This design comes from an exercise in tuning for small area on the open sky130 flow, not from production work.
Function was checked by simulation only, so behaviour that the tests miss may differ from the original.
The clock cells of runs 1 to 4, 6 and 7 come from the design's own scripts or RTL, not from TritonCTS.
The clock input has no modelled driver; a real chip could not lean on it and would need a root buffer or a full tree.
Power is estimated from default activity; no workload was simulated.

`flow/config.mk`:
```
export PLATFORM = sky130hd
export DESIGN_NAME = uart_axil_wrap
export DESIGN_NICKNAME = uart_axil_wrap
export VERILOG_FILES = /design/flow/design.v
export SDC_FILE = /design/flow/constraint.sdc
export NUM_CORES = 4
export LEC_CHECK = 0
export CAP_MARGIN = 20
export CORE_MARGIN = 2
export CORE_UTILIZATION = 40
export SLEW_MARGIN = 20
```
`flow/constraint.sdc`:
```
create_clock -name core_clock -period 4.0 [get_ports {clk}]
set_input_delay 0.8000 -clock core_clock [delete_from_list [all_inputs] [get_ports {clk}]]
set_output_delay 0.8000 -clock core_clock [all_outputs]
set_load 0.01 [all_outputs]
```
`flow/design.v`:
```
`timescale 1ns / 1ps
module uart_axil_wrap #
(
    parameter ADDR_WIDTH = 32,     
    parameter DATA_WIDTH = 32      
)
(
    input wire clk,
    input wire rstn,
    input wire [ADDR_WIDTH-1:0] s_axil_awaddr,
    input wire s_axil_awvalid,
    output wire s_axil_awready,
    input wire [DATA_WIDTH-1:0] s_axil_wdata,
    input wire s_axil_wvalid,
    output wire s_axil_wready,
    output wire [1:0] s_axil_bresp,
    output wire s_axil_bvalid,
    input wire s_axil_bready,
    input wire [ADDR_WIDTH-1:0] s_axil_araddr,
    input wire s_axil_arvalid,
    output wire s_axil_arready,
    output wire [DATA_WIDTH-1:0] s_axil_rdata,
    output wire [1:0] s_axil_rresp,
    output wire s_axil_rvalid,
    input wire s_axil_rready,
    output wire [7:0] uart_tx_data,
    output wire uart_tx_start,
    input wire [7:0] uart_rx_data,
    input wire uart_rx_valid,
    input wire uart_tx_busy
);
reg [1:0] wp, wc;
reg bresp_err;
reg [7:0] tx_data_reg;
reg [2:0] baud_sel;
wire aw_zero = ~|{s_axil_awaddr[ADDR_WIDTH-1:4], s_axil_awaddr[1:0]};
wire aw_tx   = aw_zero & ~s_axil_awaddr[3] & ~s_axil_awaddr[2];
wire aw_baud = aw_zero &  s_axil_awaddr[3] &  s_axil_awaddr[2];
wire w_idle = ~wp[1] & ~wp[0];
wire w_i1   = w_idle & (wc[1] | wc[0]);
wire w_d1   = wp[1] & ~wp[0];
wire w_r    = wp[1] & wp[0];
wire w_go   = w_d1 & s_axil_wvalid;
wire tx_load = rstn & w_go & ~wc[1] &  wc[0];
wire tx_hold = rstn & ~(w_go & ~wc[1] & wc[0]);
wire bd_load = rstn & w_go &  wc[1] & ~wc[0];
wire bd_hold = rstn & ~(w_go & wc[1] & ~wc[0]);
always @(posedge clk) begin
    wp[0] <= rstn & ((w_i1 & s_axil_awvalid) | w_go | (w_r & ~s_axil_bready));
    wp[1] <= rstn & (wp[1] | wp[0]) & ~(w_r & s_axil_bready);
    wc    <= {2{rstn}} & (w_idle ? {~aw_tx, ~aw_baud} : (wc & {2{~w_r}}));
    bresp_err <= rstn & (bresp_err | (w_go & wc[1] & wc[0]));
    tx_data_reg <= ({8{tx_load}} & s_axil_wdata[7:0]) | ({8{tx_hold}} & tx_data_reg);
    baud_sel <= ({3{bd_load}} & s_axil_wdata[2:0]) | ({3{bd_hold}} & baud_sel);
end
assign s_axil_awready = w_i1;
assign s_axil_wready  = w_d1;
assign s_axil_bvalid  = w_r & ~wc[1] & ~wc[0];
assign s_axil_bresp   = {bresp_err, 1'b0};
assign uart_tx_data   = tx_data_reg;
assign uart_tx_start  = w_r & ~wc[1] & wc[0];
reg [2:0] rs;
reg [7:0] rdata_reg;
reg rresp_err;
wire ar_zero = ~|{s_axil_araddr[ADDR_WIDTH-1:4], s_axil_araddr[1:0]};
wire r_i1    = ~rs[2] & rs[0];
wire r_hs    = r_i1 & s_axil_arvalid;
wire ld_rx   = rstn & rs[2] & ~rs[1] &  rs[0];
wire ld_st   = rstn & rs[2] &  rs[1] & ~rs[0];
wire ld_bd   = rstn & rs[2] &  rs[1] &  rs[0];
wire rd_hold = rstn & ~rs[2];
always @(posedge clk) begin
    rs[2] <= rstn & r_hs;
    rs[1] <= rstn & (rs[2] | (rs[1] & ~s_axil_rready) | (r_hs & ar_zero & s_axil_araddr[3]));
    rs[0] <= rstn & ~rs[2] & ~rs[1] & (~rs[0] | ~s_axil_arvalid | (ar_zero & s_axil_araddr[2]));
    rdata_reg <= ({8{ld_rx}} & uart_rx_data)
               | ({8{ld_st}} & {6'b0, uart_rx_valid, uart_tx_busy})
               | ({8{ld_bd}} & {5'b0, baud_sel})
               | ({8{rd_hold}} & rdata_reg);
    rresp_err <= (rstn & rs[2] & ~rs[1] & ~rs[0]) | (rd_hold & rresp_err);
end
assign s_axil_arready = r_i1;
assign s_axil_rvalid  = ~rs[2] & rs[1];
assign s_axil_rdata   = {{(DATA_WIDTH-8){1'b0}}, rdata_reg};
assign s_axil_rresp   = {rresp_err, 1'b0};
endmodule
```
`flow/flow/run.sh`:
```
#!/bin/bash
# The standard ORFS layout (standard.sh) with these changes:
#  - synthesis maps logic with an area-oriented ABC script (flow/synth.tcl,
#    flow/abc.script);
#  - ports are buffered with buf_1 instead of the default buffer;
#  - one shared tie cell drives the constant outputs;
#  - the clock tree is one level of buffers placed by flow/cts_hook.tcl.
# All tool output goes to standard.log (and ORFS's own logs under orfs/).
set -e
here=$(pwd)
export MY_ABC_SCRIPT=$here/flow/abc.script
export CLK_GROUPS=${CLK_GROUPS:-3}
export CLK_BUF=${CLK_BUF:-sky130_fd_sc_hd__clkbuf_4}
bash standard.sh \
  SYNTH_SCRIPT=$here/flow/synth.tcl \
  "BUFFER_PORTS_ARGS=-buffer_cell sky130_fd_sc_hd__buf_1" \
  SKIP_REPAIR_TIE_FANOUT=1 \
  PRE_CTS_TCL=$here/flow/cts_hook.tcl \
  finish > standard.log 2>&1
```
`flow/flow/abc.script`:
```
strash
dc2
&get -n
&dch -f
&nf -R 1000
&put
topo
```
`flow/flow/cts_hook.tcl`:
```
# Sourced by ORFS's cts.tcl before clock tree synthesis (PRE_CTS_TCL).
# Replaces the H-tree with one level of clock buffers: the sinks are split
# into CLK_GROUPS groups by k-means on their placement and each group gets
# one CLK_BUF buffer at its centroid, driven straight from the clock port.

proc cluster_clock { netname k cell } {
  set block [ord::get_db_block]
  set net [$block findNet $netname]
  set dbu [$block getDbUnitsPerMicron]
  set pts {}
  foreach it [$net getITerms] {
    set bb [[$it getInst] getBBox]
    lappend pts [list [expr { ([$bb xMin] + [$bb xMax]) / 2.0 / $dbu }] \
      [expr { ([$bb yMin] + [$bb yMax]) / 2.0 / $dbu }] [$it getName]]
  }
  set srt [lsort -real -index 0 $pts]
  set n [llength $pts]
  set cs {}
  for { set i 0 } { $i < $k } { incr i } {
    set p [lindex $srt [expr { int(($i + 0.5) * $n / $k) }]]
    lappend cs [lrange $p 0 1]
  }
  for { set iter 0 } { $iter < 50 } { incr iter } {
    set groups [lrepeat $k {}]
    foreach p $pts {
      set best 0
      set bd 1e30
      for { set i 0 } { $i < $k } { incr i } {
        set c [lindex $cs $i]
        set d [expr { abs([lindex $p 0] - [lindex $c 0]) + abs([lindex $p 1] - [lindex $c 1]) }]
        if { $d < $bd } {
          set bd $d
          set best $i
        }
      }
      lset groups $best [concat [lindex $groups $best] [list $p]]
    }
    set cs {}
    foreach g $groups {
      set sx 0
      set sy 0
      foreach p $g {
        set sx [expr { $sx + [lindex $p 0] }]
        set sy [expr { $sy + [lindex $p 1] }]
      }
      set m [expr { max(1, [llength $g]) }]
      lappend cs [list [expr { $sx / $m }] [expr { $sy / $m }]]
    }
  }
  for { set i 0 } { $i < $k } { incr i } {
    set g [lindex $groups $i]
    if { [llength $g] == 0 } { continue }
    set pins {}
    foreach p $g { lappend pins [get_pins [lindex $p 2]] }
    puts "clock group $i: [llength $g] sinks at [lindex $cs $i]"
    insert_buffer -buffer_cell $cell -net $netname -load_pins $pins \
      -location [lindex $cs $i] -buffer_name clkbuf_leaf_$i -net_name clknet_leaf_$i
  }
}

proc clock_tree_synthesis { args } {
  cluster_clock clk $::env(CLK_GROUPS) $::env(CLK_BUF)
  set_propagated_clock [all_clocks]
}
```
`flow/flow/synth.tcl`:
```
# The standard flow's synthesis script (synth_recipe.tcl) with one change: ABC maps the
# combinational logic with an area-oriented script (abc.script beside this).
proc synth {args} { yosys synth -nofsm -noshare {*}$args }
proc abc {args} {
  set i [lsearch -exact $args -script]
  if { $i >= 0 } { lset args [expr {$i + 1}] $::env(MY_ABC_SCRIPT) }
  yosys abc {*}$args
}
source $::env(SCRIPTS_DIR)/synth.tcl
# left out here: clear keep_hierarchy, flatten, clean up, hide names made inside functions, write 1_2_yosys.v
```
`flow/standard.sh`:
```
#!/bin/bash
# synth_recipe.tcl (not shown) runs the flow's synth.tcl, then flattens the netlist and writes it again
# the make line also repeats each setting of config.mk as NAME=value (left out here)
make -C /OpenROAD-flow-scripts/flow DESIGN_CONFIG=/design/flow/config.mk WORK_HOME=/design/flow/orfs CLKGATE_MAP_FILE= SYNTH_SCRIPT=/design/flow/synth_recipe.tcl "${@:-finish}"
```
==> results of run 1 <==
[Yosys cell counts (all sizes together) (3+ instances only)]
cell type	instances
nor3	4
clkinv	3
o21ai	3
nand4	5
nor2b	5
a31oi	3
nor4	14
a222oi	3
nand2	10
o21a	3
nor2	9
and2	3
buf	28
a22o	16
dfxtp	28
and3	3
[stage by stage]
step,hold slack (ps),util [%]
after floorplan,426,-
after global placement,426,49.0
after detailed placement,430,49.0
after CTS,436,49.6
after global routing,446,49.6
final,443,49.6
[cells in the final DEF (no fill, tap or decap)]
cell type and count:
nor3b_1 1, conb_1 1, nor4_1 14, a22o_1 16, nor3_1 4, clkbuf_4 3
nor2b_1 5, and3_1 3, nand4_1 5, buf_1 112, o21ai_0 3, a21oi_1 1
o211ai_1 2, and3b_1 1, o21a_1 3, nand2_1 10, clkinv_1 3, a222oi_1 3
and2_0 3, nand3_1 1, nor2_1 9, a31oi_1 3, dfxtp_1 28, o31ai_1 1
[logic make-up (layout without fill, tap and decap cells)]
logic type / count (synthesis) / in the layout / share of synthesized area [%]
compound gates: 32 / 32 / 19.0
buf+inv: 31 / 118 / 16.5
flops: 28 / 28 / 41.8
other cells: 1 / 1 / 0.280
simple gates: 56 / 56 / 22.4
[worst min-delay path: cells and delay by family, from the launching register on]
kind | cells | cell delay (ps)
flops | 1 | 330
simple gates | 2 | 90
[layout make-up, without the clock buffers]
class | count | area [um^2] | share of cell area (%)
Multi-Input combinational cell | 89 | 558 | 34.2
Timing Repair Buffer | 112 | 420 | 25.8
Inverter | 3 | 11.3 | 0.691
Sequential cell | 28 | 561 | 34.4
Tap cell | 46 | 57.6 | 3.53
[routing by layer]
layer  GRT usage (%)  part of all wire, %  up-vias
li1                -                    -      703
met1            19.8                   42      576
met2            28.9                   49       78
met3            1.45                  8.9        2
met4           0.608                 0.31        0
met5               0                    0        -
[power by group]
group	switching (mW)	internal, mW	leakage (nW)	total, mW
clock	0.0675	0.0359	0.0138	0.103
sequential	0.0100	0.288	0.227	0.298
combinational	0.0483	0.0357	0.307	0.0841
[worst max path at each step]
stage,from,slack (ps),endpoint,depth (start not counted)
floorplan,s_axil_wvalid,2280,tx_data_reg[0]$_DFF_P_,4
global placement,rstn,1570,rdata_reg[1]$_DFF_P_,5
detailed placement,rstn,1530,rdata_reg[1]$_DFF_P_,5
CTS,rstn,1760,rdata_reg[1]$_DFF_P_,5
global route,rstn,1580,rdata_reg[1]$_DFF_P_,5
finish,rstn,1780,rdata_reg[1]$_DFF_P_,5
==> summary.md, run 1 <==
| Metric | Value |
|---|---|
| Remaining global-route overflow | `0` |
| CP Data Arrival Time | `2350 ps` |
| First-pass GRT wire length | `4.64 mm` |
| Yosys warns | `1` |
| CP cell instances | `buf_1 > nand2_1 > nor3_1 > a222oi_1 > nand2_1` |
| Reg2reg start | `rs[0]$_DFF_P_` |
| Final period utilization | `55.5%` |
| Status | `finished clean` |
| Syn Std Cell Area | `1340 um^2` |
| Pre-CTS setup slack | `1530 ps` |
| Ranking of synthesized cells by area | `dfxtp_1 (42%), buf_4 (16%), a22o_1 (10%)` |
| Placer Congestion | `0.755` |
| CP Launch Type | `input port` |
| Via/cell ratio | `4.84` |
| Netlist cell types | `23` |
| Leading area contributor after synthesis | `dfxtp_1` |
| RSZ-0062 raised after global routing | `no` |
| Starting density of the core | `40.8%` |
| Non-Filler Instances | `281` |
| Layout cells sized above 1 | `1.28%` |
| # rows | `21` |
| Core area | `3280 um^2` |
| Final Max Slew Viols | `0` |
| Reg2reg end | `rdata_reg[1]$_DFF_P_` |
| WP buf/inv | `1` |
| Filler instances | `325` |
| Most frequent cell on the critical path | `nand2_1` |
| Post-cts sizing count | `0` |
| Relative slew slack | `42.3%` |
| Post-Syn Instances | `148` |
| Sequential area share after synthesis | `41.8%` |
| R2R Setup Slk | `2360 ps` |
| Endpoints failing setup | `0` |
| Worst r2r path cells | `4` |
| CP peak stage delay | `690 ps` |
| Pwr Density | `298 nW/um^2` |
| Top Ports | `163` |
| Max Fclk | `450 MHz` |
| Final Hold Vio Count | `0` |
| Setup TNS | `0 ps` |
| Final Cell Area | `1630 um^2` |
| Die Wd | `61.9 um` |
| Dpl cells | `278` |
| WL/cell | `11.3 um` |
| Initial DRT Pass Iterations | `4` |
| Min cycle time layout | `2220 ps` |
| Die area | `3830 um^2` |
| Worst-skew pair later-pin latency | `170 ps` |
| # nets final | `350` |
| CP Max Fanout | `12` |
| Vias in the first global route | `1140` |
| Antenna diodes | `0` |
| Post-CTS Hold Buffers | `0` |
| Largest net degree at the start of global routing | `27` |
| Crit path setup slack, layout | `1780 ps` |
| Worst-margin pin slew | `859 ps` |
| Setup Skew | `36.7 ps` |
| Area Overhead vs Synth | `21.7%` |
| Height of the die | `61.9 um` |
| Seq cells post-synth | `28` |
| Hold Startpoint | `rdata_reg[1]$_DFF_P_` |
| Worst Hold Class | `flop to flop` |
| Hold depth | `2` |
| Gr usage total | `15.3%` |
| LEAKAGE | `0.548 nW` |
| Post-synthesis async set-or-reset flop share | `0%` |
| Drt drc | `0` |
| Required @ worst endpoint | `4130 ps` |
| Yosys top cell area share | `41.8%` |
| Slowest cell on the critical path | `nor3_1` |
| Crit end category | `flop` |
| I/O Buffers | `112` |
| Routed WL | `3.19 mm` |
| Antenna violations before repair | `0` |
| Postcts setup bufs | `0` |
| Top FF cell, synth | `dfxtp_1` |
| DPL Wire Length | `2.70 mm` |
| Kind of critical path | `input port to flop` |
| Clk slew on worst S/H paths | `120 ps` |
| VDD IR max | `0.125 mV` |
| Critical path's top delay family | `simple AND/OR/NAND/NOR gates` |
| Syn_nets | `261` |
| Post-route ant nets | `0` |
| Hold EP | `rdata_reg[1]$_DFF_P_` |
| Final Power | `486 uW` |
| Starting DRT DRC Count | `44` |
| Via count | `1359` |
| DP Area | `1610 um^2` |
| Syn Area/Cell | `9.05 um^2` |
| Max cap viols | `0` |
| Post-synth EDFFs | `0` |
==> inputs of run 2 (changes only) <==
--- a/flow/config.mk
+++ b/flow/config.mk
@@ -8,4 +8,5 @@
 export CAP_MARGIN = 20
 export CORE_MARGIN = 2
-export CORE_UTILIZATION = 40
+export CORE_UTILIZATION = 65
+export PLACE_DENSITY = 0.75
 export SLEW_MARGIN = 20
==> summary.md, run 2 <==
| Metric | Value |
|---|---|
| Status | `finished clean` |
| Final Hold Slack | `468 ps` |
| Placer Congestion | `0.862` |
| GR Util met3 | `1.53%` |
| Grt peak-use layer | `met2` |
| Dpl cells | `259` |
| Crit end category | `flop` |
| WL/cell | `14.9 um` |
| Netlist cell types | `23` |
| Grt met1 use | `38.4%` |
| # nets final | `350` |
| Kind of critical path | `input port to flop` |
| Core area | `1960 um^2` |
| Clk slew on worst S/H paths | `100 ps` |
| Setup Skew | `14.8 ps` |
| VDD IR max | `0.243 mV` |
| Filler instances | `147` |
| Remaining global-route overflow | `0` |
| Syn_nets | `261` |
| Area Overhead vs Synth | `19.9%` |
| Vias in the first global route | `1360` |
| CP Launch Type | `input port` |
| I/O Buffers | `112` |
| Ranking of synthesized cells by area | `dfxtp_1 (42%), buf_4 (16%), a22o_1 (10%)` |
| Gr usage total | `31.6%` |
| Min cycle time layout | `2300 ps` |
| Layout cells sized above 1 | `1.28%` |
| Worst-skew pair later-pin latency | `160 ps` |
| Post-route ant nets | `0` |
| Top FF cell, synth | `dfxtp_1` |
| CP Max Fanout | `12` |
| Syn Std Cell Area | `1340 um^2` |
| Hold Startpoint | `rdata_reg[1]$_DFF_P_` |
| FF/Latch Area | `561 um^2` |
| Required @ worst endpoint | `4110 ps` |
| Multi-input combinational cell area | `558 um^2` |
| Reg2reg start | `rs[0]$_DFF_P_` |
| RSZ-0062 raised after global routing | `no` |
| Die area | `2440 um^2` |
| Non-Filler Instances | `262` |
| Final period utilization | `57.4%` |
| Pwr Density | `303 nW/um^2` |
| Sequential area share after synthesis | `41.8%` |
| Postcts setup bufs | `0` |
| Drt drc | `0` |
| Post-synthesis async set-or-reset flop share | `0%` |
| Post-cts sizing count | `0` |
| CP Data Arrival Time | `2400 ps` |
| Max Fclk | `435 MHz` |
| Setup TNS | `0 ps` |
| # rows | `16` |
| Worst-margin pin slew | `951 ps` |
| Starting DRT DRC Count | `42` |
| Yosys top cell area share | `41.8%` |
| Relative slew slack | `36.1%` |
| Post-CTS Hold Buffers | `0` |
| LEAKAGE | `0.548 nW` |
| Post-Syn Instances | `148` |
| Starting density of the core | `68.3%` |
| Initial DRT Pass Iterations | `4` |
| Final Hold Vio Count | `0` |
| Worst Setup SP | `rstn` |
| Via count | `1472` |
| Largest net degree at the start of global routing | `27` |
| Top Ports | `163` |
| Pre-CTS setup slack | `1590 ps` |
| Post-synth EDFFs | `0` |
| Height of the die | `49.4 um` |
| Max cap viols | `0` |
| Final Power | `487 uW` |
| Top cells by count, synth | `buf_4 (28), dfxtp_1 (28), a22o_1 (16)` |
| Leading area contributor after synthesis | `dfxtp_1` |
| Routed WL | `3.91 mm` |
| Seq cells post-synth | `28` |
| Via/cell ratio | `5.62` |
| Most frequent cells in the layout | `buf_1 (112), dfxtp_1 (28), a22o_1 (16)` |
| Die Wd | `49.4 um` |
| Yosys warns | `1` |
| Final Max Slew Viols | `0` |
| Crit path setup slack, layout | `1700 ps` |
| Endpoints failing setup | `0` |
| Commonest non-fill, non-tap cell in the layout | `buf_1` |
| Grt met2 use | `61.5%` |
| DPL Wire Length | `3.27 mm` |
| Syn Area/Cell | `9.05 um^2` |
| Antenna diodes | `0` |
| Worst Hold Class | `flop to flop` |
| First-pass GRT wire length | `6.15 mm` |
| Antenna violations before repair | `0` |
==> run 2: cell counts after synthesis <==
No cell type changed its count.
==> run 2: logic make-up (layout without fill, tap and decap cells) <==
logic type | count (synthesis) | count (layout) | share of synthesized area, %
simple gates | 56 | 56 | 22.4
compound gates | 32 | 32 | 19.0
buf+inv | 31 | 118 | 16.5
flops | 28 | 28 | 41.8
other cells | 1 | 1 | 0.280
==> run 2: report_power, final <==
part,switching (mW),internal [mW],total [mW],leakage (nW)
Clock,0.0647,0.0359,0.101,0.0138
Sequential,0.0110,0.288,0.299,0.227
Combinational,0.0512,0.0358,0.0870,0.307
Total,0.127,0.360,0.487,0.548
==> run 2: layout make-up, without the clock buffers <==
type	instances	area share, %
well taps	27	2.10
repair buffers	112	26.2
multi-input cells	89	34.7
inverters	3	0.701
flip-flops and latches	28	34.9
==> run 2: worst paths after layout <==
| kind | end | slack (ps) | cells after the start |
|---|---|---|---|
| max | rdata_reg[1]$_DFF_P_ | 1700 | 5 |
| min | rdata_reg[1]$_DFF_P_ | 470 | 2 |
| max reg2reg | rdata_reg[1]$_DFF_P_ | 2230 | 4 |
| min reg2reg | rdata_reg[1]$_DFF_P_ | 470 | 2 |
==> run 2: critical path, cell delays in order <==
cell and delay (ps):
buf_1 300, nand2_1 170, nor3_1 750, a222oi_1 260, nand2_1 110
==> run 2: metal layers <==
layer,wire length [um],vias to the layer above
met1,1450,672
li1,-,704
met5,0,-
met4,84,0
met3,276,11
met2,2100,85
==> run 2: through the flow <==
| stage | cell area (um^2) | utilization, % |
|---|---|---|
| global placement | 1580 | 80.7 |
| finish | 1610 | 81.9 |
| floorplan | 1340 | - |
| CTS | 1610 | 81.9 |
| global route | 1610 | 81.9 |
| detailed placement | 1580 | 80.7 |
==> inputs of run 3 (changes only) <==
--- a/flow/config.mk
+++ b/flow/config.mk
@@ -8,5 +8,5 @@
 export CAP_MARGIN = 20
 export CORE_MARGIN = 2
-export CORE_UTILIZATION = 65
-export PLACE_DENSITY = 0.75
+export CORE_UTILIZATION = 40
+export PLACE_DENSITY = 0.9
 export SLEW_MARGIN = 20
==> summary.md, run 3 <==
| Metric | Value |
|---|---|
| Status | `finished clean` |
| Sequential area share after synthesis | `41.8%` |
| Non-Filler Instances | `281` |
| Placer Congestion | `0.786` |
| Final Max Slew Viols | `0` |
| LEAKAGE | `0.548 nW` |
| Post-route ant nets | `0` |
| Worst-skew pair later-pin latency | `160 ps` |
| Grt met2 use | `28.4%` |
| # nets final | `350` |
| Kind of critical path | `input port to flop` |
| Top cells by count, synth | `buf_4 (28), dfxtp_1 (28), a22o_1 (16)` |
| Ranking of synthesized cells by area | `dfxtp_1 (42%), buf_4 (16%), a22o_1 (10%)` |
| Worst-margin pin slew | `820 ps` |
| Filler instances | `320` |
| Most frequent cells in the layout | `buf_1 (112), dfxtp_1 (28), a22o_1 (16)` |
| Core area | `3280 um^2` |
| CP cell instances | `buf_1 > nand2_1 > nor3_1 > a222oi_1 > nand2_1` |
| Pre-CTS setup slack | `1590 ps` |
| Remaining global-route overflow | `0` |
| Syn Std Cell Area | `1340 um^2` |
| Post-synth EDFFs | `0` |
| Antenna diodes | `0` |
| Worst Hold Class | `flop to flop` |
| Post-synthesis async set-or-reset flop share | `0%` |
| Starting DRT DRC Count | `85` |
| Die area | `3830 um^2` |
| Clk slew on worst S/H paths | `90 ps` |
| Max Fclk | `451 MHz` |
| CP peak stage delay | `660 ps` |
| Setup TNS | `0 ps` |
| Height of the die | `61.9 um` |
| # rows | `21` |
| Final period utilization | `55.4%` |
| Grt peak-use layer | `met2` |
| Drt drc | `0` |
| Relative slew slack | `44.9%` |
| Commonest non-fill, non-tap cell in the layout | `buf_1` |
| Grt met1 use | `17.7%` |
| RSZ-0062 raised after global routing | `no` |
| Via/cell ratio | `4.95` |
| Antenna violations before repair | `0` |
| Crit path setup slack, layout | `1780 ps` |
| Routed WL | `3.19 mm` |
| Top Ports | `163` |
| Largest net degree at the start of global routing | `27` |
| GR Util met3 | `1.86%` |
| Dpl cells | `278` |
| Area Overhead vs Synth | `21.7%` |
| Most frequent cell on the critical path | `nand2_1` |
| Slowest cell on the critical path | `nor3_1` |
| Via count | `1392` |
| CP Data Arrival Time | `2320 ps` |
| Netlist cell types | `23` |
| Min cycle time layout | `2220 ps` |
| VDD IR max | `0.113 mV` |
| Post-Syn Instances | `148` |
| I/O Buffers | `112` |
| Post-CTS Hold Buffers | `0` |
| Postcts setup bufs | `0` |
| Endpoints failing setup | `0` |
| Yosys top cell area share | `41.8%` |
| Leading area contributor after synthesis | `dfxtp_1` |
| Seq cells post-synth | `28` |
| Layout cells sized above 1 | `1.28%` |
| Starting density of the core | `40.8%` |
| Die Wd | `61.9 um` |
| DPL Wire Length | `2.71 mm` |
| Vias in the first global route | `1091` |
| Max cap viols | `0` |
| Post-cts sizing count | `0` |
| Gr usage total | `14.7%` |
| Final Power | `485 uW` |
| Crit end category | `flop` |
| Final Hold Vio Count | `0` |
| Initial DRT Pass Iterations | `4` |
| Pwr Density | `297 nW/um^2` |
| Required @ worst endpoint | `4100 ps` |
| WL/cell | `11.3 um` |
| Syn_nets | `261` |
| Setup Skew | `15.7 ps` |
| CP Max Fanout | `12` |
| Syn Area/Cell | `9.05 um^2` |
| Yosys warns | `1` |
| Top FF cell, synth | `dfxtp_1` |
| CP Launch Type | `input port` |
| First-pass GRT wire length | `4.49 mm` |
-- run 3: cell counts after synthesis --
No cell type changed its count.
-- run 3: critical path, delay by kind of cell --
| kind | cells | cell delay, ps |
|---|---|---|
| AOI/OAI and AO/OA | 1 | 240 |
| and+or+nand+nor | 3 | 940 |
| buffers and inverters | 1 | 340 |
-- run 3: layout make-up, without the clock buffers --
type / count / area, um^2 / area share (%)
inverters: 3 / 11.3 / 0.691
multi-input cells: 89 / 558 / 34.2
flip-flops and latches: 28 / 561 / 34.4
repair buffers: 112 / 420 / 25.8
well taps: 46 / 57.6 / 3.53
-- run 3: metrics by stage --
stage	instance area, um^2	hold WS, ps	util (%)
floorplan	1340	426	-
global placement	1610	427	49.0
detailed placement	1610	430	49.0
CTS	1630	444	49.6
global route	1630	455	49.6
finish	1630	444	49.6
-- run 3: routing by layer --
metal	part of all wire [%]	vias to the layer above	routed length [um]
li1	-	701	-
met1	38	620	1200
met2	51	67	1640
met3	9.9	4	316
met4	0.91	0	29
met5	0	-	0
-- run 3: path summary, 6_finish.rpt --
kind                             start  cells after the start              endpoint  slack, ps
setup reg to reg         rs[0]$_DFF_P_                      4  rdata_reg[1]$_DFF_P_       2330
setup / recovery                  rstn                      5  rdata_reg[1]$_DFF_P_       1780
hold / removal    rdata_reg[1]$_DFF_P_                      2  rdata_reg[1]$_DFF_P_        440
hold reg to reg   rdata_reg[1]$_DFF_P_                      2  rdata_reg[1]$_DFF_P_        440
-- run 3: cells by family (layout without fill, tap and decap cells) --
kind of cell	Yosys count	after routing	share of synthesized area, %
other	1	1	0.280
flip-flops	28	28	41.8
buffers and inverters	31	118	16.5
AO/OA/AOI/OAI	32	32	19.0
AND/OR/NAND/NOR	56	56	22.4
-- run 3: power breakdown --
| part | internal [mW] | switching (mW) | leakage [nW] | total, mW |
|---|---|---|---|---|
| clock network | 0.0359 | 0.0661 | 0.0138 | 0.102 |
| registers | 0.288 | 0.0102 | 0.227 | 0.298 |
| logic | 0.0358 | 0.0487 | 0.307 | 0.0845 |
| total | 0.360 | 0.125 | 0.548 | 0.485 |
==> inputs of run 4 (changes only) <==
--- a/flow/flow/run.sh
+++ b/flow/flow/run.sh
@@ -10,6 +10,6 @@
 here=$(pwd)
 export MY_ABC_SCRIPT=$here/flow/abc.script
-export CLK_GROUPS=${CLK_GROUPS:-3}
-export CLK_BUF=${CLK_BUF:-sky130_fd_sc_hd__clkbuf_4}
+export CLK_GROUPS=${CLK_GROUPS:-1}
+export CLK_BUF=${CLK_BUF:-sky130_fd_sc_hd__clkbuf_16}
 bash standard.sh \
   SYNTH_SCRIPT=$here/flow/synth.tcl \
==> summary.md, run 4 <==
| Metric | Value |
|---|---|
| Worst-skew pair later-pin latency | `160 ps` |
| Setup TNS | `0 ps` |
| Switching pwr | `125 uW` |
| Post-synthesis async set-or-reset flop share | `0%` |
| Syn Std Cell Area | `1340 um^2` |
| Worst-margin pin slew | `824 ps` |
| Post-Syn Instances | `148` |
| LEAKAGE | `0.546 nW` |
| Seq cells post-synth | `28` |
| Max Fclk | `449 MHz` |
| R2R Setup Slk | `2340 ps` |
| Worst Hold Class | `flop to flop` |
| Postcts setup bufs | `0` |
| Pint | `370 uW` |
| DPL Wire Length | `2.71 mm` |
| Power share of the sequential group | `60.2%` |
| CP Max Fanout | `12` |
| Commonest non-fill, non-tap cell in the layout | `buf_1` |
| Yosys warns | `1` |
| Max cap viols | `0` |
| Gr usage total | `14.5%` |
| Height of the die | `61.9 um` |
| Crit end category | `flop` |
| Remaining global-route overflow | `0` |
| Netlist cell types | `23` |
| Final Cell Area | `1630 um^2` |
| Largest net degree at the start of global routing | `29` |
| RSZ-0062 raised after global routing | `no` |
| Min cycle time layout | `2230 ps` |
| Setup Skew | `5.37 ps` |
| Post-route ant nets | `0` |
| Final Util | `49.7%` |
| Filler instances | `317` |
| Die area | `3830 um^2` |
| Switching Share | `25.3%` |
| Antenna diodes | `0` |
| CP Launch Type | `input port` |
| Reg2reg start | `rs[0]$_DFF_P_` |
| Clk slew on worst S/H paths | `100 ps` |
| Required @ worst endpoint | `4110 ps` |
| Dpl cells | `278` |
| Non-Filler Instances | `279` |
| # nets final | `348` |
| Hold EP | `rdata_reg[1]$_DFF_P_` |
| Final Hold Vio Count | `0` |
| Most frequent cells in the layout | `buf_1 (112), dfxtp_1 (28), a22o_1 (16)` |
| Post-synth EDFFs | `0` |
| CP Data Arrival Time | `2340 ps` |
| # rows | `21` |
| Hold Startpoint | `rdata_reg[1]$_DFF_P_` |
| Kind of critical path | `input port to flop` |
| Yosys top cell area share | `41.8%` |
| Routed WL | `3.14 mm` |
| Initial DRT Pass Iterations | `4` |
| Hold depth | `2` |
| I/O Buffers | `112` |
| Combinational share of power | `17.1%` |
| Endpoints failing setup | `0` |
| Core area | `3280 um^2` |
| DP Area | `1610 um^2` |
| Post-cts sizing count | `0` |
| Area Overhead vs Synth | `21.8%` |
| Die Wd | `61.9 um` |
| WL/cell | `11.3 um` |
| Top FF cell, synth | `dfxtp_1` |
| Sequential area share after synthesis | `41.8%` |
| Top Ports | `163` |
| Reg2reg end | `rdata_reg[2]$_DFF_P_` |
| VDD IR max | `0.206 mV` |
| Top cells by count, synth | `buf_4 (28), dfxtp_1 (28), a22o_1 (16)` |
| Vias in the first global route | `1070` |
| Ranking of synthesized cells by area | `dfxtp_1 (42%), buf_4 (16%), a22o_1 (10%)` |
| Layout cells sized above 1 | `0.429%` |
| Worst r2r path cells | `4` |
| Relative slew slack | `44.7%` |
| Starting density of the core | `40.8%` |
| Pwr Density | `303 nW/um^2` |
| Leading area contributor after synthesis | `dfxtp_1` |
| First-pass GRT wire length | `4.40 mm` |
| Placer Congestion | `0.786` |
| Final Max Slew Viols | `0` |
| Syn Area/Cell | `9.05 um^2` |
| Drt drc | `0` |
| Clock share of power | `22.8%` |
| Starting DRT DRC Count | `97` |
| Status | `finished clean` |
| Antenna violations before repair | `0` |
| Via count | `1382` |
| Post-CTS Hold Buffers | `0` |
| Syn_nets | `261` |
| Final period utilization | `55.6%` |
| Via/cell ratio | `4.95` |
## run 4: worst max-delay path: stages
cell and delay (ps):
buf_1 340, nand2_1 180, nor3_1 660, a222oi_1 250, clkinv_1 100
## run 4: power by group through the flow
stage                     Clock, mW  Combinational, mW  Sequential [mW]
after floorplan                   0             0.0592            0.304
after global placement            0             0.0832            0.304
after detailed placement          0             0.0849            0.305
after CTS                     0.115             0.0853            0.298
after global routing          0.124             0.0960            0.300
final                         0.113             0.0845            0.298
## run 4: worst max-delay path by stage
stage                              from                      to  slack (ps)  depth (start not counted)
after floorplan           s_axil_wvalid  tx_data_reg[0]$_DFF_P_        2280                          4
after global placement             rstn    rdata_reg[1]$_DFF_P_        1640                          5
after detailed placement           rstn    rdata_reg[1]$_DFF_P_        1590                          5
after CTS                          rstn    rdata_reg[2]$_DFF_P_        1770                          5
after global routing               rstn    rdata_reg[1]$_DFF_P_        1590                          5
final                              rstn    rdata_reg[2]$_DFF_P_        1770                          5
## run 4: logic make-up after synthesis
group / after synthesis / share of synthesized area [%]
AO/OA/AOI/OAI: 32 / 19.0
other: 1 / 0.280
buffers and inverters: 31 / 16.5
AND/OR/NAND/NOR: 56 / 22.4
flip-flops: 28 / 41.8
## run 4: final cells by class, without the clock buffers
class | instances | area, um^2 | share of cell area (%)
timing repair buffer | 112 | 420 | 25.7
multi-input combinational | 89 | 558 | 34.2
tap | 46 | 57.6 | 3.52
inverter | 3 | 11.3 | 0.690
sequential | 28 | 561 | 34.3
## run 4: layer usage
metal	GRT usage, %	wire length, um	up-vias
met3	1.45	279	2
met1	17.2	1190	617
li1	-	-	696
met4	1.22	13	0
met5	0	0	-
met2	28.7	1660	67
## run 4: per-stage QoR
| stage | hold slack [ps] | power [mW] | worst slack, ps |
|---|---|---|---|
| after global routing | 454 | 0.520 | 1590 |
| final | 446 | 0.495 | 1770 |
| after floorplan | 426 | 0.363 | 2280 |
| after CTS | 445 | 0.498 | 1770 |
| after detailed placement | 430 | 0.389 | 1590 |
| after global placement | 427 | 0.387 | 1640 |
==> inputs of run 5 (changes only) <==
--- a/flow/flow/run.sh
+++ b/flow/flow/run.sh
@@ -11,5 +11,5 @@
 export MY_ABC_SCRIPT=$here/flow/abc.script
 export CLK_GROUPS=${CLK_GROUPS:-1}
-export CLK_BUF=${CLK_BUF:-sky130_fd_sc_hd__clkbuf_16}
+export CLK_BUF=${CLK_BUF:-sky130_fd_sc_hd__clkbuf_8}
 bash standard.sh \
   SYNTH_SCRIPT=$here/flow/synth.tcl \
--- a/flow/config.mk
+++ b/flow/config.mk
@@ -8,5 +8,5 @@
 export CAP_MARGIN = 20
 export CORE_MARGIN = 2
-export CORE_UTILIZATION = 40
-export PLACE_DENSITY = 0.9
+export CORE_UTILIZATION = 75
+export PLACE_DENSITY = 0.85
 export SLEW_MARGIN = 20
==> summary.md, run 5 <==
| Metric | Value |
|---|---|
| Post-Syn Instances | `148` |
| Starting density of the core | `78.5%` |
| Height of the die | `46.3 um` |
| Ranking of synthesized cells by area | `dfxtp_1 (42%), buf_4 (16%), a22o_1 (10%)` |
| Post-synthesis async set-or-reset flop share | `0%` |
| Syn Std Cell Area | `1340 um^2` |
| Yosys top cell area share | `41.8%` |
| Syn Area/Cell | `9.05 um^2` |
| Stop stage | `I/O pin placement (3_2_place_iop)` |
| Top cells by count, synth | `buf_4 (28), dfxtp_1 (28), a22o_1 (16)` |
| Leading area contributor after synthesis | `dfxtp_1` |
| Netlist cell types | `23` |
| Stop err | `[ERROR PPL-0024] Number of IO pins (163) exceeds maximum number of available positions (156). Increase the die perimeter from 185.08um to 221.68um.` |
| # rows | `15` |
| Die Wd | `46.3 um` |
| Sequential area share after synthesis | `41.8%` |
| Post-synth EDFFs | `0` |
| Seq cells post-synth | `28` |
| Top FF cell, synth | `dfxtp_1` |
| Status | `aborted with a tool error` |
| Yosys warns | `1` |
| Syn_nets | `261` |
-- run 5: kinds of logic after synthesis --
kind of cell / synth area share [%]
other cells: 0.280
simple gates: 22.4
compound gates: 19.0
flops: 41.8
buf+inv: 16.5
==> inputs of run 6 (changes only) <==
--- a/flow/flow/run.sh
+++ b/flow/flow/run.sh
@@ -10,5 +10,5 @@
 here=$(pwd)
 export MY_ABC_SCRIPT=$here/flow/abc.script
-export CLK_GROUPS=${CLK_GROUPS:-1}
+export CLK_GROUPS=${CLK_GROUPS:-2}
 export CLK_BUF=${CLK_BUF:-sky130_fd_sc_hd__clkbuf_8}
 bash standard.sh \
--- a/flow/config.mk
+++ b/flow/config.mk
@@ -8,5 +8,4 @@
 export CAP_MARGIN = 20
 export CORE_MARGIN = 2
-export CORE_UTILIZATION = 75
-export PLACE_DENSITY = 0.85
+export CORE_UTILIZATION = 40
 export SLEW_MARGIN = 20
==> summary.md, run 6 <==
| Metric | Value |
|---|---|
| Yosys top cell area share | `41.8%` |
| Gr usage total | `15.3%` |
| Layout cells sized above 1 | `0.855%` |
| Core area | `3280 um^2` |
| WP buf/inv | `1` |
| DPL Wire Length | `2.70 mm` |
| DP Area | `1610 um^2` |
| Top FF cell, synth | `dfxtp_1` |
| Antenna violations before repair | `0` |
| Status | `finished clean` |
| Max cap viols | `0` |
| Multi-input combinational cell area | `558 um^2` |
| CP Launch Type | `input port` |
| Met2 routed WL | `1.54 mm` |
| Post-Syn Instances | `148` |
| Post-route ant nets | `0` |
| Pwr Density | `303 nW/um^2` |
| Postcts setup bufs | `0` |
| Leading area contributor after synthesis | `dfxtp_1` |
| Non-Filler Instances | `280` |
| Ranking of synthesized cells by area | `dfxtp_1 (42%), buf_4 (16%), a22o_1 (10%)` |
| Commonest non-fill, non-tap cell in the layout | `buf_1` |
| Worst-margin pin slew | `860 ps` |
| Seq cells post-synth | `28` |
| DR top layer | `met4` |
| Initial DRT Pass Iterations | `5` |
| FF/Latch Area | `561 um^2` |
| Post-synth EDFFs | `0` |
| Top cells by count, synth | `buf_4 (28), dfxtp_1 (28), a22o_1 (16)` |
| Die Wd | `61.9 um` |
| CP peak stage delay | `690 ps` |
| Reg2reg start | `rs[0]$_DFF_P_` |
| Hold EP | `rdata_reg[1]$_DFF_P_` |
| R2R Setup Slk | `2310 ps` |
| Syn_nets | `261` |
| Hold depth | `2` |
| Endpoints failing setup | `0` |
| First-pass GRT wire length | `4.62 mm` |
| Setup TNS | `0 ps` |
| I/O Buffers | `112` |
| Syn Std Cell Area | `1340 um^2` |
| Required @ worst endpoint | `4110 ps` |
| Most frequent cells in the layout | `buf_1 (112), dfxtp_1 (28), a22o_1 (16)` |
| Worst r2r path cells | `4` |
| Vias in the first global route | `1144` |
| # rows | `21` |
| Clk slew on worst S/H paths | `100 ps` |
| Top Ports | `163` |
| Remaining global-route overflow | `0` |
| Final period utilization | `56.0%` |
| Via count | `1369` |
| Reg2reg end | `rdata_reg[1]$_DFF_P_` |
| Worst Hold Class | `flop to flop` |
| VDD IR max | `0.153 mV` |
| Kind of critical path | `input port to flop` |
| Netlist cell types | `23` |
| Largest net degree at the start of global routing | `27` |
| Area Overhead vs Synth | `22.0%` |
| # nets final | `349` |
| CP cell instances | `buf_1 > nand2_1 > nor3_1 > a222oi_1 > nand2_1` |
| Relative slew slack | `42.2%` |
| Post-synthesis async set-or-reset flop share | `0%` |
| Dpl cells | `278` |
| Yosys warns | `1` |
| Hold Startpoint | `rdata_reg[1]$_DFF_P_` |
| RSZ-0062 raised after global routing | `no` |
| LEAKAGE | `0.548 nW` |
| Via/cell ratio | `4.89` |
| Syn Area/Cell | `9.05 um^2` |
| Post-cts sizing count | `0` |
| Setup Skew | `24.2 ps` |
| Max Fclk | `446 MHz` |
| Most frequent cell on the critical path | `nand2_1` |
| Worst-skew pair later-pin latency | `160 ps` |
| Crit end category | `flop` |
| Post-CTS Hold Buffers | `0` |
| Final Hold Vio Count | `0` |
| Slowest cell on the critical path | `nor3_1` |
| WL met1 | `1.35 mm` |
| Placer Congestion | `0.755` |
| Filler instances | `321` |
| Final Cell Area | `1640 um^2` |
| Min cycle time layout | `2240 ps` |
| Starting density of the core | `40.8%` |
| Final Max Slew Viols | `0` |
| Final Util | `49.8%` |
| Sequential area share after synthesis | `41.8%` |
| Routed WL | `3.20 mm` |
| Antenna diodes | `0` |
| Die area | `3830 um^2` |
| Height of the die | `61.9 um` |
| WL/cell | `11.4 um` |
| Critical path's top delay family | `simple AND/OR/NAND/NOR gates` |
| Starting DRT DRC Count | `56` |
| Metal3 WL | `296 um` |
| Drt drc | `0` |
| CP Max Fanout | `12` |
| CP Data Arrival Time | `2350 ps` |
## run 6: cell counts after synthesis
No cell type changed its count.
## run 6: kinds of logic after synthesis
logic type | after synthesis | share of synthesized area (%)
AO/OA/AOI/OAI | 32 | 19.0
buffers and inverters | 31 | 16.5
flip-flops | 28 | 41.8
other | 1 | 0.280
AND/OR/NAND/NOR | 56 | 22.4
## run 6: per-layer routing
layer  track usage [%]  vias to the layer above
met5                 0                        -
li1                  -                      700
met3              1.45                        3
met4             0.912                        0
met1              19.1                      586
met2              29.5                       80
## run 6: tightest hold or removal path, cell delays in order (launching register included)
cell and delay (ps):
dfxtp_1 320, nand2_1 50, nand2_1 40
## run 6: worst max-delay path by stage
stage | start | end | slack (ps) | cells after the start
floorplan | s_axil_wvalid | tx_data_reg[0]$_DFF_P_ | 2280 | 4
global placement | rstn | rdata_reg[1]$_DFF_P_ | 1570 | 5
detailed placement | rstn | rdata_reg[1]$_DFF_P_ | 1530 | 5
CTS | rstn | rdata_reg[1]$_DFF_P_ | 1730 | 5
global route | rstn | rdata_reg[1]$_DFF_P_ | 1550 | 5
finish | rstn | rdata_reg[1]$_DFF_P_ | 1760 | 5
## run 6: cell type report, without the clock buffers
class,instances,area share [%]
Sequential cell,28,34.3
Multi-Input combinational cell,89,34.1
Timing Repair Buffer,112,25.7
Tap cell,46,3.52
Inverter,3,0.689
## run 6: through the flow
| step | total power, mW | hold slack [ps] | worst slack [ps] |
|---|---|---|---|
| 2_1_floorplan | 0.363 | 426 | 2280 |
| 3_3_place_gp | 0.388 | 426 | 1570 |
| 3_5_place_dp | 0.389 | 430 | 1530 |
| 4_1_cts | 0.500 | 446 | 1730 |
| 5_1_grt | 0.522 | 495 | 1550 |
| 6_report | 0.495 | 440 | 1760 |
## run 6: power breakdown
group	switching, mW	internal (mW)
logic	0.0484	0.0357
registers	0.0100	0.288
clock network	0.0664	0.0460
total	0.125	0.370
==> inputs of run 7 (changes only) <==
--- a/flow/flow/run.sh
+++ b/flow/flow/run.sh
@@ -5,11 +5,13 @@
 #  - ports are buffered with buf_1 instead of the default buffer;
 #  - one shared tie cell drives the constant outputs;
-#  - the clock tree is one level of buffers placed by flow/cts_hook.tcl.
+#  - the clock tree is one level of buffers placed by flow/cts_hook.tcl
+#    (three clkbuf_4, each at the centroid of a group of registers; the
+#    registers are packed densely, PLACE_DENSITY 0.9, to keep clock wires short).
 # All tool output goes to standard.log (and ORFS's own logs under orfs/).
 set -e
 here=$(pwd)
 export MY_ABC_SCRIPT=$here/flow/abc.script
-export CLK_GROUPS=${CLK_GROUPS:-2}
-export CLK_BUF=${CLK_BUF:-sky130_fd_sc_hd__clkbuf_8}
+export CLK_GROUPS=${CLK_GROUPS:-3}
+export CLK_BUF=${CLK_BUF:-sky130_fd_sc_hd__clkbuf_4}
 bash standard.sh \
   SYNTH_SCRIPT=$here/flow/synth.tcl \
--- a/flow/config.mk
+++ b/flow/config.mk
@@ -9,3 +9,4 @@
 export CORE_MARGIN = 2
 export CORE_UTILIZATION = 40
+export PLACE_DENSITY = 0.9
 export SLEW_MARGIN = 20
==> summary.md, run 7 <==
| Metric | Value |
|---|---|
| CP Launch Type | `input port` |
| Final Hold Slack | `444 ps` |
| Area Overhead vs Synth | `21.7%` |
| Largest net degree at the start of global routing | `27` |
| Status | `finished clean` |
| Post-cts sizing count | `0` |
| Most frequent cell on the critical path | `nand2_1` |
| Min cycle time layout | `2220 ps` |
| Height of the die | `61.9 um` |
| Via/cell ratio | `4.95` |
| Final Power | `485 uW` |
| Post-synth EDFFs | `0` |
| Layout cells sized above 1 | `1.28%` |
| CP cell instances | `buf_1 > nand2_1 > nor3_1 > a222oi_1 > nand2_1` |
| # nets final | `350` |
| Post-Syn Instances | `148` |
| Dpl cells | `278` |
| Clk slew on worst S/H paths | `90 ps` |
| Required @ worst endpoint | `4100 ps` |
| CP Data Arrival Time | `2320 ps` |
| Seq cells post-synth | `28` |
| Endpoints failing setup | `0` |
| Slowest cell on the critical path | `nor3_1` |
| Routed WL | `3.19 mm` |
| Drt drc | `0` |
| Top cells by count, synth | `buf_4 (28), dfxtp_1 (28), a22o_1 (16)` |
| WL/cell | `11.3 um` |
| Commonest non-fill, non-tap cell in the layout | `buf_1` |
| Final Hold Vio Count | `0` |
| LEAKAGE | `0.548 nW` |
| Core area | `3280 um^2` |
| I/O Buffers | `112` |
| Post-route ant nets | `0` |
| Via count | `1392` |
| Vias in the first global route | `1091` |
| Netlist cell types | `23` |
| Top FF cell, synth | `dfxtp_1` |
| Die Wd | `61.9 um` |
| First-pass GRT wire length | `4.49 mm` |
| Setup Skew | `15.7 ps` |
| Top Ports | `163` |
| Leading area contributor after synthesis | `dfxtp_1` |
| Pwr Density | `297 nW/um^2` |
| Worst-skew pair later-pin latency | `160 ps` |
| Filler instances | `320` |
| Max Fclk | `451 MHz` |
| Relative slew slack | `44.9%` |
| Final period utilization | `55.4%` |
| Crit end category | `flop` |
| Starting DRT DRC Count | `85` |
| Post-CTS Hold Buffers | `0` |
| Sequential area share after synthesis | `41.8%` |
| DPL Wire Length | `2.71 mm` |
| CP peak stage delay | `660 ps` |
| RSZ-0062 raised after global routing | `no` |
| Non-Filler Instances | `281` |
| Syn Area/Cell | `9.05 um^2` |
| # rows | `21` |
| Worst-margin pin slew | `820 ps` |
| Max cap viols | `0` |
| Worst Hold Class | `flop to flop` |
| Syn_nets | `261` |
| Initial DRT Pass Iterations | `4` |
| Post-synthesis async set-or-reset flop share | `0%` |
| Yosys warns | `1` |
| Remaining global-route overflow | `0` |
| CP Max Fanout | `12` |
| Die area | `3830 um^2` |
| Antenna violations before repair | `0` |
| Syn Std Cell Area | `1340 um^2` |
| Setup TNS | `0 ps` |
| Final Max Slew Viols | `0` |
| Most frequent cells in the layout | `buf_1 (112), dfxtp_1 (28), a22o_1 (16)` |
| Postcts setup bufs | `0` |
| Final Util | `49.6%` |
| Ranking of synthesized cells by area | `dfxtp_1 (42%), buf_4 (16%), a22o_1 (10%)` |
| VDD IR max | `0.113 mV` |
| Kind of critical path | `input port to flop` |
| Yosys top cell area share | `41.8%` |
| Antenna diodes | `0` |
| Placer Congestion | `0.786` |
| Starting density of the core | `40.8%` |
| Gr usage total | `14.7%` |
-- run 7: path summary, 6_finish.rpt --
| kind | startpoint | endpoint | slack (ps) | depth (start not counted) |
|---|---|---|---|---|
| hold / removal | rdata_reg[1]$_DFF_P_ | rdata_reg[1]$_DFF_P_ | 440 | 2 |
| setup reg to reg | rs[0]$_DFF_P_ | rdata_reg[1]$_DFF_P_ | 2330 | 4 |
| hold reg to reg | rdata_reg[1]$_DFF_P_ | rdata_reg[1]$_DFF_P_ | 440 | 2 |
| setup / recovery | rstn | rdata_reg[1]$_DFF_P_ | 1780 | 5 |
-- run 7: cells by family (layout without fill, tap and decap cells) --
group / after synthesis / in the layout / synth area share (%)
buf+inv: 31 / 118 / 16.5
other cells: 1 / 1 / 0.280
compound gates: 32 / 32 / 19.0
flops: 28 / 28 / 41.8
simple gates: 56 / 56 / 22.4
-- run 7: critical path, delay by kind of cell --
| kind | cells | cell delay, ps |
|---|---|---|
| buf+inv | 1 | 340 |
| simple gates | 3 | 940 |
| compound gates | 1 | 240 |
-- run 7: per-stage QoR --
step | instance area [um^2] | setup slack, ps
floorplan | 1340 | 2280
global placement | 1610 | 1640
detailed placement | 1610 | 1590
CTS | 1630 | 1770
global route | 1630 | 1590
finish | 1630 | 1780
-- run 7: cell type report, without the clock buffers --
class | count | area [um^2] | share of cell area, %
repair buffers | 112 | 420 | 25.8
inverters | 3 | 11.3 | 0.691
well taps | 46 | 57.6 | 3.53
flip-flops and latches | 28 | 561 | 34.4
multi-input cells | 89 | 558 | 34.2
-- run 7: power breakdown --
group	leakage (nW)	switching (mW)	internal, mW
Sequential	0.227	0.0102	0.288
Combinational	0.307	0.0487	0.0358
Clock	0.0138	0.0661	0.0359
-- run 7: per-layer routing --
layer  vias up  wire length, um  global-route usage (%)
met5         -                0                       0
met4         0               29                    1.82
met3         4              316                    1.86
met2        67             1640                    28.4
met1       620             1200                    17.7
li1        701                -                       -

-- port drivers added, routing unchanged --
The results above use ideal ports. As a check the final layouts listed here were re-extracted and re-timed, cells and wires unchanged.
Step 1 (the two cells are an assumption about what drives the block):
set clk [get_ports {clk}]
set_driving_cell -lib_cell sky130_fd_sc_hd__clkbuf_16 $clk
set_driving_cell -lib_cell sky130_fd_sc_hd__buf_2 [delete_from_list [all_inputs] $clk]
Step 2 moves the port delays by t, midway between the first and last clock arrival at a register: inputs arrive t later, outputs are due t later. That takes back most of the time a late clock gives input paths.
Slacks: no drivers / after step 1 / after step 2; pairs: no drivers / after step 1.
| run | t, ns | setup WS [ns] | slew at the worst register clock pin (ns) | worst slew at a driven data input, ns |
|---|---|---|---|---|
| run 1 | 0.186 | 1.780 / 1.782 / 1.596 | 0.12 / 0.12 | 0.05 |
| run 2 | 0.188 | 1.704 / 1.712 / 1.525 | 0.10 / 0.10 | 0.06 |
| run 3 | 0.191 | 1.782 / 1.790 / 1.600 | 0.10 / 0.10 | 0.04 |
| run 4 | 0.188 | 1.774 / 1.774 / 1.586 | 0.10 / 0.10 | 0.05 |
| run 6 | 0.176 | 1.758 / 1.763 / 1.587 | 0.10 / 0.10 | 0.05 |
| run 7 | 0.191 | 1.782 / 1.790 / 1.600 | 0.10 / 0.10 | 0.04 |
After both steps setup and hold are still met in every run listed. The setup slack of run 4, which loses most, moves by 0.000 ns with the drivers and by -0.188 ns with both steps.
